This design comes from an exercise in tuning for small area on the open sky130 flow, not from production work.
Function was checked by simulation only, so behaviour that the tests miss may differ from the original.
Power figures rest on the tool's default switching activity, not on a simulated workload.

Design compare, start of the top module:
module compare(
	clk, rst,
	valid_dog,
    data_dog1, data_dog2, data_dog3,
	cpr_end,
	cnt_seed,
	valid_max,
	addr_max
    );
==> flow/config.mk <==
export PLATFORM = sky130hd
export DESIGN_NAME = compare
export DESIGN_NICKNAME = compare
export VERILOG_FILES = /design/flow/design.v
export SDC_FILE = /design/flow/constraint.sdc
export NUM_CORES = 4
export LEC_CHECK = 0
export ABC_AREA = 1
export CAP_MARGIN = 20
export CORE_MARGIN = 2
export CORE_UTILIZATION = 75
export CTS_BUF_LIST = sky130_fd_sc_hd__clkbuf_8
export CTS_CLUSTER_DIAMETER = 60
export CTS_CLUSTER_SIZE = 16
export SLEW_MARGIN = 20
==> flow/constraint.sdc <==
create_clock -name core_clock -period 4.0 [get_ports {clk}]
set_input_delay 0.8000 -clock core_clock [delete_from_list [all_inputs] [get_ports {clk}]]
set_output_delay 0.8000 -clock core_clock [all_outputs]
set_load 0.01 [all_outputs]
standard.sh (not shown) runs the stock make flow with config.mk's settings and CLKGATE_MAP_FILE= SYNTH_SCRIPT=/design/flow/synth_recipe.tcl, a recipe that flattens the netlist after the stock synthesis.
==> flow/flow/run.sh <==
#!/bin/bash
# The standard layout (the standard.sh: ORFS synthesis to finish), with
# every input and output port buffered by the smallest buffer cell, and a
# clock tree of clkbuf_8 cells without dummy loads.
set -euo pipefail
export BUFFER_PORTS_ARGS="-buffer_cell sky130_fd_sc_hd__buf_1"
export CTS_ARGS="-sink_clustering_enable -repair_clock_nets -sink_clustering_size 18 -sink_clustering_max_diameter 60 -buf_list sky130_fd_sc_hd__clkbuf_8 -dont_use_dummy_load"
export RECOVER_POWER=100
bash standard.sh > standard.log 2>&1
The baseline finished with timing, DRC and antenna clean.
Then changed:
--- a/flow/flow/run.sh
+++ b/flow/flow/run.sh
@@ -7,3 +7,2 @@
 export CTS_ARGS="-sink_clustering_enable -repair_clock_nets -sink_clustering_size 18 -sink_clustering_max_diameter 60 -buf_list sky130_fd_sc_hd__clkbuf_8 -dont_use_dummy_load"
-export RECOVER_POWER=100
 bash standard.sh > standard.log 2>&1
- CORE_UTILIZATION: 75 -> 85
With this change the flow did not get past global routing.
Area after synthesis stays the same.
Synthesized cell count is unchanged.
Then changed:
- CORE_UTILIZATION: 85 -> 75
Outcome: This time the run finished clean; synthesized area stays the same; synthesized cell count does not change.

========
The RTL this note starts from:
==> flow/design.v <==
`timescale 1ns / 1ps
module compare(
	clk, rst,
	valid_dog,
    data_dog1, data_dog2, data_dog3,
	cpr_end,
	cnt_seed,
	valid_max,
	addr_max
    );
  input clk, rst;
  input valid_dog;
  input signed [7:0] data_dog1, data_dog2, data_dog3;
  output reg valid_max;    
  output reg cpr_end;
  output reg [8:0] cnt_seed;
  output [15:0] addr_max;
  function gt7;
    input [6:0] a, b;
    integer i;
    reg g;
    begin
      g = 1'b0;
      for (i = 0; i < 7; i = i + 1)
        g = (a[i] & ~b[i]) | (a[i] & g) | (~b[i] & g);
      gt7 = g;
    end
  endfunction
  function gt8;
    input [7:0] a, b;
    integer i;
    reg g;
    begin
      g = 1'b0;
      for (i = 0; i < 8; i = i + 1)
        g = (a[i] & ~b[i]) | (a[i] & g) | (~b[i] & g);
      gt8 = g;
    end
  endfunction
  reg [11:0] pos;
  wire [5:0] col = pos[5:0];    
  wire [5:0] row = pos[11:6];   
  wire win_hit = (col >= 6'd17) && (col <= 6'd44);
  wire win_wr = (col >= 6'd17) && (col <= 6'd46);
  wire row_ok = (row >= 6'd18) && (row <= 6'd45);
  function sgt8;
    input [7:0] a, b;
    sgt8 = gt8({~a[7], a[6:0]}, {~b[7], b[6:0]});
  endfunction
  wire [7:0] d13 = sgt8(data_dog3, data_dog1) ? data_dog3 : data_dog1;
  wire g2 = sgt8(data_dog2, d13);
  wire [7:0] dmax = g2 ? data_dog2 : d13;
  wire [6:0] a_in = dmax[6:0] & {7{~dmax[7]}};
  wire [6:0] x2 = data_dog2[6:0] & {7{~data_dog2[7]}};
  reg [6:0] a1, a2;    
  reg ok1;             
  reg ok2;             
  wire [7:0] r0, r1, r2;    
  Line_buff #(.NUM(32), .DW(8)) store (
	.clk(clk),
	.load(win_wr),
	.data_in({ok2 && gt7(a2, a1), a2}),
	.data_out(r0),
	.tap1(r1),
	.tap2(r2)
	);
  always @(posedge clk) begin
    a1 <= a_in;
    a2 <= a1;
    ok1 <= g2 && gt7(x2, a1) && (x2[6:1] != 6'd0);
    ok2 <= ok1 && gt7(a1, r0[6:0]) && gt7(a1, r1[6:0]) && gt7(a1, r2[6:0]);
  end
  reg hp;
  always @(posedge clk or negedge rst)
    if (!rst) begin
      pos <= 12'd4030;
      hp <= 1'b0;
      cnt_seed <= 9'd0;
    end else begin
      pos <= pos ^ pos_t;
      hp <= win_hit && row_ok && r1[7] && gt7(r1[6:0], a1) && gt7(r1[6:0], a2);
      cnt_seed <= cnt_seed ^ cnt_t;
    end
  always @(*) valid_max = hp && gt7(r0[6:0], a1);
  assign addr_max = {4'd0, pos & {12{valid_max}}};
  reg [11:0] pos_t;
  reg [8:0] cnt_t;
  integer i;
  always @(*) begin
    pos_t[0] = valid_dog;
    for (i = 1; i < 12; i = i + 1)
      pos_t[i] = pos_t[i-1] & pos[i-1];
    cnt_t[0] = valid_max;
    for (i = 1; i < 9; i = i + 1)
      cnt_t[i] = cnt_t[i-1] & cnt_seed[i-1];
  end
  reg prev_valid, run;
  reg [6:0] q;
  wire start = prev_valid && !valid_dog;
  wire q_end = (q == 7'd120);
  always @(posedge clk)
    q <= start ? 7'd0 : {q[5:0], ~(q[6] ^ q[5])};
  always @(posedge clk or negedge rst)
    if (!rst) begin
      prev_valid <= 1'b0;
      run <= 1'b0;
      cpr_end <= 1'b0;
    end else begin
      prev_valid <= valid_dog;
      run <= start || (run && !q_end);
      cpr_end <= run && q_end;
    end
endmodule
`timescale 1ns / 1ps
module compare_one(
	data_dog,
	data_clip
    );
  input signed [7:0] data_dog;
  output [6:0] data_clip;
  assign data_clip = data_dog[6:0] & {7{~data_dog[7]}};
endmodule
`timescale 1ns / 1ps
module Line_buff(
	clk,
	load,
	data_in,
	data_out,
	tap1,
	tap2
    );
    parameter NUM = 32,
              DW = 8;
    input clk;
    input load;
    input [DW-1:0] data_in;
    output [DW-1:0] data_out;
    output [DW-1:0] tap1;
    output [DW-1:0] tap2;
    reg [DW-1:0] data_tem[0:NUM-1];
    assign data_out = data_tem[NUM-1];
    assign tap1 = data_tem[NUM-2];
    assign tap2 = data_tem[NUM-3];
    generate
    genvar i;
    for(i=0;i<NUM;i=i+1)
    	begin : stage
    	always@(posedge clk)
    		if(i==0)
    			data_tem[i] <= load ? data_in : data_tem[NUM-1];
    		else
    			data_tem[i] <= data_tem[i-1];
    	end
    endgenerate
endmodule
clock: 4.0 ns
lec_check: 0
abc_area: 1
cap_margin: 20
core_margin: 2
core_utilization: 75
cts_buf_list: sky130_fd_sc_hd__clkbuf_8
cts_cluster_diameter: 60
cts_cluster_size: 16
slew_margin: 20
==> flow/flow/run.sh <==
#!/bin/bash
# The standard layout (the standard.sh: ORFS synthesis to finish), with
# every input and output port buffered by the smallest buffer cell, and a
# clock tree of clkbuf_8 cells without dummy loads.
set -euo pipefail
export BUFFER_PORTS_ARGS="-buffer_cell sky130_fd_sc_hd__buf_1"
export CTS_ARGS="-sink_clustering_enable -repair_clock_nets -sink_clustering_size 18 -sink_clustering_max_diameter 60 -buf_list sky130_fd_sc_hd__clkbuf_8 -dont_use_dummy_load"
bash standard.sh > standard.log 2>&1
Then changed:
==> flow/flow/run.sh (replaced) <==
#!/bin/bash
# The standard layout (the standard.sh: ORFS synthesis to finish), with
# every input and output port buffered by the smallest buffer cell, and a
# clock tree of clkbuf_4 and clkbuf_8 cells without dummy loads.
set -euo pipefail
export BUFFER_PORTS_ARGS="-buffer_cell sky130_fd_sc_hd__buf_1"
export CTS_ARGS="-sink_clustering_enable -repair_clock_nets -sink_clustering_size 16 -sink_clustering_max_diameter 60 -buf_list {sky130_fd_sc_hd__clkbuf_4 sky130_fd_sc_hd__clkbuf_8} -dont_use_dummy_load"
bash standard.sh > standard.log 2>&1
Setup slack gets better by 0.042 ns.
Cell count barely changes.
Cell area barely changes.
Utilization increases by 0.13 points.
Die area stays the same.
Via count increases by 1.3%.
Hold slack gets worse by 0.0042 ns.
Then changed:
==> flow/flow/run.sh (replaced) <==
#!/bin/bash
# The standard layout (the standard.sh: ORFS synthesis to finish), with
# every input and output port buffered by the smallest buffer cell, and a
# clock tree of clkbuf_8 cells without dummy loads.
set -euo pipefail
export BUFFER_PORTS_ARGS="-buffer_cell sky130_fd_sc_hd__buf_1"
export CTS_ARGS="-sink_clustering_enable -repair_clock_nets -sink_clustering_size 20 -sink_clustering_max_diameter 100 -buf_list sky130_fd_sc_hd__clkbuf_8 -dont_use_dummy_load"
bash standard.sh > standard.log 2>&1
Result:
- die area does not change
- total power went down slightly
- clock power went down by a few percent
Then changed:
==> flow/flow/run.sh (replaced) <==
#!/bin/bash
# The standard layout (the standard.sh: ORFS synthesis to finish), with
# every input and output port buffered by the smallest buffer cell, and a
# clock tree of clkbuf_8 cells without dummy loads.
set -euo pipefail
export BUFFER_PORTS_ARGS="-buffer_cell sky130_fd_sc_hd__buf_1"
export CTS_ARGS="-sink_clustering_enable -repair_clock_nets -sink_clustering_size 16 -sink_clustering_max_diameter 60 -buf_list sky130_fd_sc_hd__clkbuf_8 -dont_use_dummy_load"
bash standard.sh > standard.log 2>&1
Outcome: First-iteration DRC count goes down slightly. Sequential cell count does not change. Non-clock buffer count is unchanged. Total power goes up slightly. Utilization goes up by 0.40 points.

========
compare, a different RTL version from the one above (not shown whole).
Size: ~54 I/O pins, roughly 0.0076 mm2 of cells after synthesis.
==> flow/config.mk <==
export PLATFORM = sky130hd
export DESIGN_NAME = compare
export DESIGN_NICKNAME = compare
export VERILOG_FILES = /design/flow/design.v
export SDC_FILE = /design/flow/constraint.sdc
export NUM_CORES = 4
export LEC_CHECK = 0
export ABC_AREA = 1
export CAP_MARGIN = 20
export CORE_MARGIN = 2
export CORE_UTILIZATION = 75
export CTS_BUF_LIST = sky130_fd_sc_hd__clkbuf_8
export CTS_CLUSTER_DIAMETER = 60
export CTS_CLUSTER_SIZE = 16
export SLEW_MARGIN = 20
==> flow/constraint.sdc <==
create_clock -name core_clock -period 4.0 [get_ports {clk}]
set_input_delay 0.8000 -clock core_clock [delete_from_list [all_inputs] [get_ports {clk}]]
set_output_delay 0.8000 -clock core_clock [all_outputs]
set_load 0.01 [all_outputs]
==> flow/flow/run.sh <==
#!/bin/bash
# The standard layout (the standard.sh), with three changes:
# - after the standard synthesis, the gates between the flip-flops are
#   mapped again for area (flow/remap.tcl); the flip-flops stay as they are;
# - every input and output port is buffered by the smallest buffer cell;
# - the clock tree is built of clkbuf_8 cells without dummy loads.
set -euo pipefail
export BUFFER_PORTS_ARGS="-buffer_cell sky130_fd_sc_hd__buf_1"
export CTS_ARGS="-sink_clustering_enable -repair_clock_nets -sink_clustering_size 18 -sink_clustering_max_diameter 60 -buf_list sky130_fd_sc_hd__clkbuf_8 -dont_use_dummy_load"

results=orfs/results/$FLOW_PLATFORM/compare/base
bash standard.sh synth > synth.log 2>&1

cp $results/1_2_yosys.v standard_1_2_yosys.v
YOSYS=$(command -v yosys || echo "$FLOW_HOME/../tools/install/yosys/bin/yosys")
REMAP_LIB=$FLOW_HOME/platforms/$FLOW_PLATFORM/lib/sky130_fd_sc_hd__tt_025C_1v80.lib \
REMAP_IN=standard_1_2_yosys.v REMAP_OUT=remap_1_2_yosys.v REMAP_STAT=remap_stat.txt \
REMAP_ABC=flow/remap.abc \
  "$YOSYS" -c flow/remap.tcl > remap.log 2>&1
cp remap_1_2_yosys.v $results/1_2_yosys.v

bash standard.sh > standard.log 2>&1
==> flow/flow/remap.abc <==
strash
&get -n
&deepsyn -T 30
&dch -f
&nf -R 1000
&put
topo
stime -c
upsize -c -D 2500
dnsize -c -D 2500
stime -p
==> flow/flow/remap.tcl <==
# Maps the standard synthesis's logic between the flip-flops again, for
# area: every flip-flop (and the tie cell) is kept as the same instance of
# the same cell; only the gates between them change.
# Reads REMAP_IN, writes REMAP_OUT; REMAP_LIB is the platform's liberty and
# REMAP_ABC the abc script.
yosys read_liberty -ignore_miss_func $::env(REMAP_LIB)
yosys read_verilog $::env(REMAP_IN)
yosys hierarchy -top $::env(FLOW_TOP)
yosys setattr -mod -set keep_hierarchy 1 sky130_fd_sc_hd__df* sky130_fd_sc_hd__conb_1
yosys flatten
yosys opt_clean -purge
yosys abc -liberty $::env(REMAP_LIB) -dont_use sky130_fd_sc_hd__probe_p_8 -dont_use sky130_fd_sc_hd__probec_p_8 -dont_use sky130_fd_sc_hd__lpflow_* -script $::env(REMAP_ABC)
yosys opt_clean -purge
yosys splitnets
yosys insbuf -buf sky130_fd_sc_hd__buf_4 A X
yosys opt_clean -purge
yosys rename -enumerate
yosys tee -o $::env(REMAP_STAT) stat -liberty $::env(REMAP_LIB)
yosys select $::env(FLOW_TOP)
yosys write_verilog -noattr -nohex -nodec -selected $::env(REMAP_OUT)
The first run produced a clean layout.
Next try:
--- a/flow/flow/remap.abc
+++ b/flow/flow/remap.abc
@@ -3 +2,0 @@
-&deepsyn -T 30
@@ -8,0 +8 @@
+buffer -c
The changed run completed with no timing, DRC or antenna violations.
Non-clock buffer count came out higher by 1.
Worst hold slack degrades by 0.020 ns.
Wire length came out lower by roughly a tenth.
Clock power is about the same.
Global-route usage came out lower by 3.0 points.
Final area came out higher slightly.
Setup slack improves by 0.24 ns.
Cell count came out higher by a few percent.
Core utilization came out lower by 1.8 points.
Sequential power came out higher by a little under a tenth.
Next try:
--- a/flow/flow/remap.abc
+++ b/flow/flow/remap.abc
@@ -8 +7,0 @@
-buffer -c
The changed run completed without violations.
Die area hardly moves.
Worst setup slack gains 0.048 ns.
Core utilization stays flat.
Total power drops by about 1.6%.
Wire length shrinks by about 10%.
Clock power decreases by about 3%.
Register-to-register slack loses 0.10 ns.
Area after synthesis stays flat.
Fmax came out higher by about 1.5%.
Final cell count is about the same.
First-iteration DRC count goes down by about 40%.

separate check: timing with driven ports:
How much do the figures lean on ideal ports? The routed layouts below were timed once more, with nothing changed but the port constraints. Step 1 assumes that a clkbuf_16 drives the clock port and a buf_2 every other input. Step 2, shift: input delay + t, output delay - t, t = (earliest + latest rising clock arrival at the registers) / 2. This alone moves slack from input paths to output paths. Slacks: ideal ports / drivers / drivers and shift; pairs: ideal ports / drivers.
| run | shift t [ns] | setup WS [ns] | pins driven straight from the clock port |
|---|---|---|---|
| the first run of note 1 | 0.541 | 0.738 / 0.728 / 0.187 | 1 |
| the third run of note 1 | 0.542 | 0.975 / 0.964 / 0.422 | 1 |
| the first run of note 2 | 0.526 | 0.286 / 0.286 / 0.286 | 1 |
| the second run of note 2 | 0.532 | 0.329 / 0.329 / 0.329 | 1 |
| the third run of note 2 | 0.497 | 0.334 / 0.334 / 0.334 | 1 |
| the fourth run of note 2 | 0.532 | 0.329 / 0.329 / 0.329 | 1 |
| the first run of note 3 | 0.534 | 0.432 / 0.441 / -0.093 | 1 |
| the second run of note 3 | 0.526 | 0.673 / 0.667 / 0.142 | 1 |
| the third run of note 3 | 0.517 | 0.721 / 0.735 / 0.218 | 1 |
With both steps, setup timing fails in the first run of note 3, where it was met with ideal ports. The setup slack of the third run of note 1, which loses most, moves by -0.011 ns with the drivers and by -0.553 ns with both steps.
